Source: an optimization exercise on an open RTL-to-GDS flow (aim: small area, a short achievable clock period and few clock cycles per item). Production flows keep margins and buffers that such runs may drop.
Function was checked by simulation only, so behaviour that the tests miss may differ from the original.
No activity file was given, so power comes from the tool's default toggle rates.

### design/flow/run.sh
#!/bin/bash
# synth_recipe.tcl (not shown) runs the flow's synth.tcl, then flattens the netlist and writes it again
# the make line also repeats each setting of config.mk as NAME=value (left out here)
make -C /OpenROAD-flow-scripts/flow DESIGN_CONFIG=/design/flow/config.mk WORK_HOME=/design/flow/orfs CLKGATE_MAP_FILE= SYNTH_SCRIPT=/design/flow/synth_recipe.tcl finish
### design/flow/config.mk
export PLATFORM = sky130hd
export DESIGN_NAME = DT
export DESIGN_NICKNAME = DT
export VERILOG_FILES = /design/flow/design.v
export SDC_FILE = /design/flow/constraint.sdc
export NUM_CORES = 4
export LEC_CHECK = 0
export CAP_MARGIN = 20
export CORE_MARGIN = 2
export CORE_UTILIZATION = 40
export SLEW_MARGIN = 20
### design/flow/constraint.sdc
create_clock -name core_clock -period 5.0 [get_ports {clk}]
set_input_delay 1.0000 -clock core_clock [delete_from_list [all_inputs] [get_ports {clk}]]
set_output_delay 1.0000 -clock core_clock [all_outputs]
set_load 0.01 [all_outputs]
### design/flow/design.v
module DT(
	input 			clk,
	input			reset,
	output	reg		done ,
	output	reg		sti_rd ,
	output	 	[9:0]	sti_addr ,
	input		[15:0]	sti_di,
	output	reg		res_wr ,
	output	reg		res_rd ,
	output	reg 	[13:0]	res_addr ,
	output	 	[7:0]	res_do,
	input		[7:0]	res_di,
	output  reg fwpass_finish
	);
	localparam [3:0] S_IDLE = 4'd0,   
	                 S_WS   = 4'd1,   
	                 S_PR0  = 4'd2,   
	                 S_PR1  = 4'd3,   
	                 S_PR2  = 4'd4,   
	                 S_FR   = 4'd5,   
	                 S_FW   = 4'd6,   
	                 S_BF   = 4'd7,   
	                 S_BR   = 4'd8,   
	                 S_BW   = 4'd9,   
	                 S_DONE = 4'd10;
	reg [3:0]  state;
	reg        bwd;
	reg [9:0]  wi;         
	reg [9:0]  ms;         
	reg [3:0]  j;          
	reg [15:0] rem;        
	reg [6:0]  wa, wb, wc;   
	reg [6:0]  lv;         
	reg [6:0]  fcap;       
	reg [6:0]  dv;         
	assign sti_addr = ms ^ {10{bwd}};
	assign res_do = {1'b0, dv};
	reg  [15:0] din;
	integer kd;
	always @(*) begin
		for (kd = 0; kd < 16; kd = kd + 1)
			din[kd] = bwd ? sti_di[kd] : sti_di[15-kd];
		if (ms[9:3] == 7'd0 || ms[9:3] == 7'd127) din = 16'd0;
		if (ms[2:0] == 3'd0) din[0] = 1'b0;
		if (ms[2:0] == 3'd7) din[15] = 1'b0;
	end
	wire        rem_nz = |rem;
	wire        din_nz = |din;
	wire [15:0] src    = rem_nz ? rem : din;
	wire        found  = rem_nz | din_nz;
	wire [15:0] below;     
	genvar g;
	assign below[0] = 1'b0;
	generate for (g = 1; g < 16; g = g + 1) begin : pe
		assign below[g] = below[g-1] | src[g-1];
	end endgenerate
	wire [15:0] ohq = src & ~below;
	wire [3:0]  jq  = {|ohq[15:8], |{ohq[15:12], ohq[7:4]},
	                   |{ohq[15:14], ohq[11:10], ohq[7:6], ohq[3:2]},
	                   |{ohq[15], ohq[13], ohq[11], ohq[9], ohq[7], ohq[5], ohq[3], ohq[1]}};
	wire [15:0] ohj = 16'd1 << j;
	wire        n1  = |(rem & {ohj[14:0], 1'b0}) | (ohj[15] & din[0]);
	wire [6:0] m1 = (lv < wa) ? lv : wa;
	wire [6:0] m2 = (wb < wc) ? wb : wc;
	wire [6:0] mc = ((m1 < m2) ? m1 : m2) + 7'd1;
	wire       chg = fcap > dv;
	wire [6:0] row  = wi[9:3];
	wire [6:0] col  = {wi[2:0], j};
	wire [6:0] rowm = row - 7'd1;
	wire fin = state == S_IDLE || (state == S_WS && !n1) || state == S_PR2 ||
	           state == S_FW || state == S_BW || (state == S_BR && !chg);
	wire nx  = state != S_IDLE && n1;    
	reg [3:0]  st_n;
	reg [13:0] a_n;
	reg        rd_n, wr_n;
	always @(*) begin
		st_n = state; a_n = {row, col}; rd_n = 1'b0; wr_n = 1'b0;
		case (state)
			S_WS:  begin st_n = S_PR0; a_n = {rowm, col}; rd_n = 1'b1; end
			S_PR0: begin st_n = S_PR1; a_n = {rowm, col + 7'd1}; rd_n = 1'b1; end
			S_PR1: begin st_n = S_PR2; a_n = {rowm, col + 7'd2}; rd_n = 1'b1; end
			S_FR:  begin st_n = S_FW; wr_n = 1'b1; end
			S_BF:  begin st_n = S_BR; a_n = {rowm, col + 7'd2}; rd_n = 1'b1; end
			S_BR:  begin st_n = S_BW; wr_n = 1'b1; end
			default: ;
		endcase
		if (fin) begin
			if (nx) begin
				rd_n = 1'b1; wr_n = 1'b0;
				if (bwd) begin st_n = S_BF; a_n = {row, col + 7'd1}; end
				else     begin st_n = S_FR; a_n = {rowm, col + 7'd3}; end
			end else if (found) begin
				st_n = S_WS; wr_n = 1'b1; rd_n = 1'b0;
				a_n = {rem_nz ? wi : ms, jq};
			end else begin
				st_n = S_IDLE; wr_n = 1'b0; rd_n = 1'b0;
			end
		end
	end
	wire shift = state == S_PR0 || state == S_PR1 || state == S_PR2 ||
	             state == S_FR || state == S_BR;
	wire pass_end = state == S_IDLE && wi[9:3] == 7'd127;
	always @(posedge clk) begin
		if (!reset) begin
			state <= S_IDLE;
			bwd <= 1'b0;
			done <= 1'b0;
			fwpass_finish <= 1'b0;
			sti_rd <= 1'b1;
			ms <= 10'd7;
			wi <= 10'd6;
			j <= 4'd0;
			rem <= 16'd0;
			res_rd <= 1'b0;
			res_wr <= 1'b0;
			res_addr <= 14'd0;
			dv <= 7'd0;
			lv <= 7'd0;
		end else if (state == S_DONE) begin
			res_rd <= 1'b0;
			res_wr <= 1'b0;
		end else if (pass_end) begin
			res_rd <= 1'b0;
			res_wr <= 1'b0;
			if (bwd) begin
				done <= 1'b1;
				state <= S_DONE;
			end else begin
				fwpass_finish <= 1'b1;
				bwd <= 1'b1;
				wi <= 10'd6;
				ms <= 10'd7;
				rem <= 16'd0;
			end
		end else begin
			state <= st_n;
			res_rd <= rd_n;
			res_wr <= wr_n;
			res_addr <= a_n ^ {14{bwd}};
			if (fin) begin
				j <= jq;
				if (rem_nz)
					rem <= rem & ~ohq;
				else begin
					rem <= din & ~ohq;
					wi <= ms;
					ms <= ms + 10'd1;
				end
			end
			if (fin && !nx && found) begin
				dv <= 7'd1;
				lv <= 7'd1;
			end else if (state == S_FR) begin
				dv <= mc;
				lv <= mc;
			end else if (state == S_BF)
				dv <= mc;
			if (state == S_BR)
				lv <= chg ? dv : fcap;
		end
	end
	always @(posedge clk) begin
		if (state == S_BF) fcap <= res_di[6:0];
		if (shift) begin
			wc <= res_di[6:0];
			wb <= wc;
			wa <= wb;
		end
	end
endmodule
==> run notes <==
layer usage:
layer	wire length [µm]	GRT usage [%]	up-vias
li1	-	-	3556
met1	10600	31.8	3418
met2	10500	36.8	248
met3	1320	3.10	29
met4	432	7.53	0
met5	0	0	-
through the flow:
step	std cells	hold slack, ps
3_3_place_gp	1189	431
6_report	1205	452
5_1_grt	1205	479
2_1_floorplan	928	426
3_5_place_dp	1189	435
4_1_cts	1205	454
final cells by class:
| class | instances | area, µm² | area share (%) |
|---|---|---|---|
| multi-input combinational | 720 | 4810 | 55.1 |
| timing repair buffer | 85 | 790 | 9.03 |
| inverter | 46 | 173 | 1.98 |
| sequential | 104 | 2360 | 27.0 |
| clock buffer | 9 | 225 | 2.58 |
| clock inverter | 7 | 83.8 | 0.959 |
| tap | 234 | 293 | 3.35 |
power by group:
part	switching [mW]	internal, mW
registers	0.216	1.05
clock network	0.364	0.400
logic	2.63	1.59
how the worst max path moves through the flow:
| stage | startpoint | to | slack (ps) | cells past startpoint |
|---|---|---|---|---|
| 3_5_place_dp | wb[4] | lv[4] | 140 | 17 |
| 5_1_grt | wb[4] | lv[6] | 20 | 18 |
| 3_3_place_gp | wa[4] | lv[4] | 270 | 19 |
| 6_report | wb[4] | lv[6] | 340 | 18 |
| 2_1_floorplan | wb[4] | lv[6] | 180 | 19 |
| 4_1_cts | wb[4] | lv[4] | 120 | 17 |
timing repair:
action,CTS,global route
gates resized for setup,0,10
hold buffers,0,0
hold endpoints to repair,0,0
endpoints found under the setup margin,0,4
worst max-delay path: stages, from the launching register on:
cell      delay (ps)
edfxtp_1         460
ha_1             340
a21o_1           160
a221o_1          330
a31oi_1          140
buf_4            220
mux2i_2          330
ha_1             310
a21o_1           170
a21o_1           180
a211oi_1         280
and3_2           290
mux2i_2          260
ha_2             260
nand3b_1         100
mux2i_2          230
xnor2_2          180
nor4_1            70
o31a_1           250
layout by cell type (no fill, tap or decap), drive strengths merged, types with 9 or more instances in the layout:
cell	instances
buf	26
a21oi	67
nand2	79
and2	9
mux2i	31
or3	11
mux2	16
nor4	15
inv	50
a22oi	13
o211ai	18
xor2	14
edfxtp	28
nand3	36
nand4	16
a31oi	20
nor3	29
clkdlybuf4s50	59
ha	40
clkbuf	9
dfxtp	76
o21ai	42
a211oi	11
nor2	92
kinds of logic after synthesis:
logic type               synth area share (%)
AO/OA/AOI/OAI                            24.9
AND/OR/NAND/NOR                          22.1
multiplexers                             6.78
buffers and inverters                    5.76
XOR/XNOR                                 2.43
adder cells (fa/ha/maj)                  6.62
other                                  0.0993
flip-flops                               31.2
flip-flops by register name, summed over array words and instances, names as in the netlist, 4 cells and up:
signal / flops
rem: 15
res_addr: 14
ms: 10
wi: 10
dv: 7
fcap: 7
lv: 7
wa: 7
wb: 7
wc: 7
j: 4
state: 4
==> impl_results.md <==
* Ys Warns at 1
* N_diodes at 0
* Synth Area per Inst at 8.15 µm²
* Core Footprint at 18600 µm²
* Path type of the worst min-delay path: reg -> reg
* Detailed Route WL at 22900 µm
* Hold Path End: wb[6]
* Vias per std cell at 6.02
* Postcts setup bufs at 0
* Fill cells at 1883
* Die span in x at 141 µm
* Skew final at 8.48 ps
* Initial antenna violation count at 0
* Residual DRC at 0
* Vias post-DR at 7251
* CTS root buf: clkbuf_16
* Area grow syn2layout at 15.6%
* RR Startpoint: wb[4]
* Crit path DAT at 4930 ps
* Synth top area share at 20.1%
* FP Rows at 50
* Total global routing overflow at 0
* Tmin final at 4660 ps
* Final WS setup at 335 ps
* Yosys top cell by area: dfxtp_1
* Clock insertion delay at the later pin of the skew report at 370 ps
* R2R Path End: lv[6]
* Drt initial violations at 511
* Hold path depth at 0
* Reg2Reg Depth at 18
* PortBufs at 59
* Worst Min Path Start: wc[6]
* Reg-to-reg slack, setup at 340 ps
* First-pass GRT wire length at 36800 µm
* CTS tree: built
* Area contributors post-synth: dfxtp_1 (20%), edfxtp_1 (11%), ha_1 (6.6%)
* WL per Instance at 19.0 µm
* Clk buf depth at 2
* Final setup viols at 0
* Design area at 8740 µm²
* WP data required at 5260 ps
* Post-DP Area at 8380 µm²
* Synth Cell Area at 7560 µm²
* Max Fanout on Critical Path at 13
* Layout Nets at 1032
* Ports at 63
* Util after Layout at 46.9%
* Post-DRT Antenna Nets at 0
* Top FF cell, synth: dfxtp_1
* Pre-Repair DR Iteration Count at 6
* Total power at 6.25 mW
* Async SR Flop Fraction at 0%
* Seq/Total Area, Yosys at 31.2%
* EDFF count, synth at 28
* Overall global routing resource usage at 22.9%
* CTS buffer count at 9
* Pre-CTS WS at 141 ps
* Unrepaired setup endpoints after global routing: false
* Number of global-route vias before repair at 6821
* Die Y-Extent at 141 µm
* Synthesis-stage register bit count at 104
* Cell with the most instances after synthesis: nor2_1
* H-tree level count at 3
* Post-Synthesis Cells at 928
* Synth cell count leaders: nor2_1 (92), nand2_1 (79), dfxtp_1 (76)
* Post-Syn Nets at 994
* Netlist cell types at 77
* Setup Total Neg Slack at 0 ps
* P_leak at 3.31 nW
* Die area at 20000 µm²
* Pins over their slew limit at 0
* Clock Sinks at 104
* Final Cycle Share at 93.3%
* CP Class: reg -> reg
* Worst vdd ir at 0.370 mV
* Max-Cap Viols at 0
* Crit path capture type: flop
* Least-Margin Pin Slew at 961 ps
* Final Hold Vio Count at 0
* CP startpoint kind: flop
* Share of cells above drive strength 1 at 8.65%
* Run status: complete, no violations
* Final HPWL DP at 16900 µm
* RePlAce Congestion at 0.944
* Power Dens Cells at 716 nW/µm²
* Initial core utilization at 40.6%
* Relative slew margins at 35.4%
* Max Clk Rate at 0.214 GHz
* Largest net degree at the start of global routing at 36
* Clock-pin slew on the worst setup and hold paths at 80 ps
Testbench counts, summed over its fixed seeds: cycles 448,244, images 24.

port drivers added, routing unchanged:
How much do the figures lean on ideal ports? The routed layout below was timed once more, with nothing changed but the port constraints.
Step 1, drivers: a clkbuf_16 drives clk and a buf_2 each remaining input, both assumed.
Step 2 also shifts input and output timing later by t, the mid clock arrival at the registers, as if the neighbouring blocks saw the same clock.
a / b / c = ideal / step 1 / step 2; a / b = the first two.
t, ns: 0.406
setup slack, ns: 0.335 / 0.335 / 0.335
clock arrival spread, ns: 0.010 / 0.010
slew at the worst register clock pin (ns): 0.08 / 0.08
After both steps setup and hold are still met in this run. For this run, drivers alone change the setup slack by 0.000 ns; drivers and shift together by 0.000 ns.
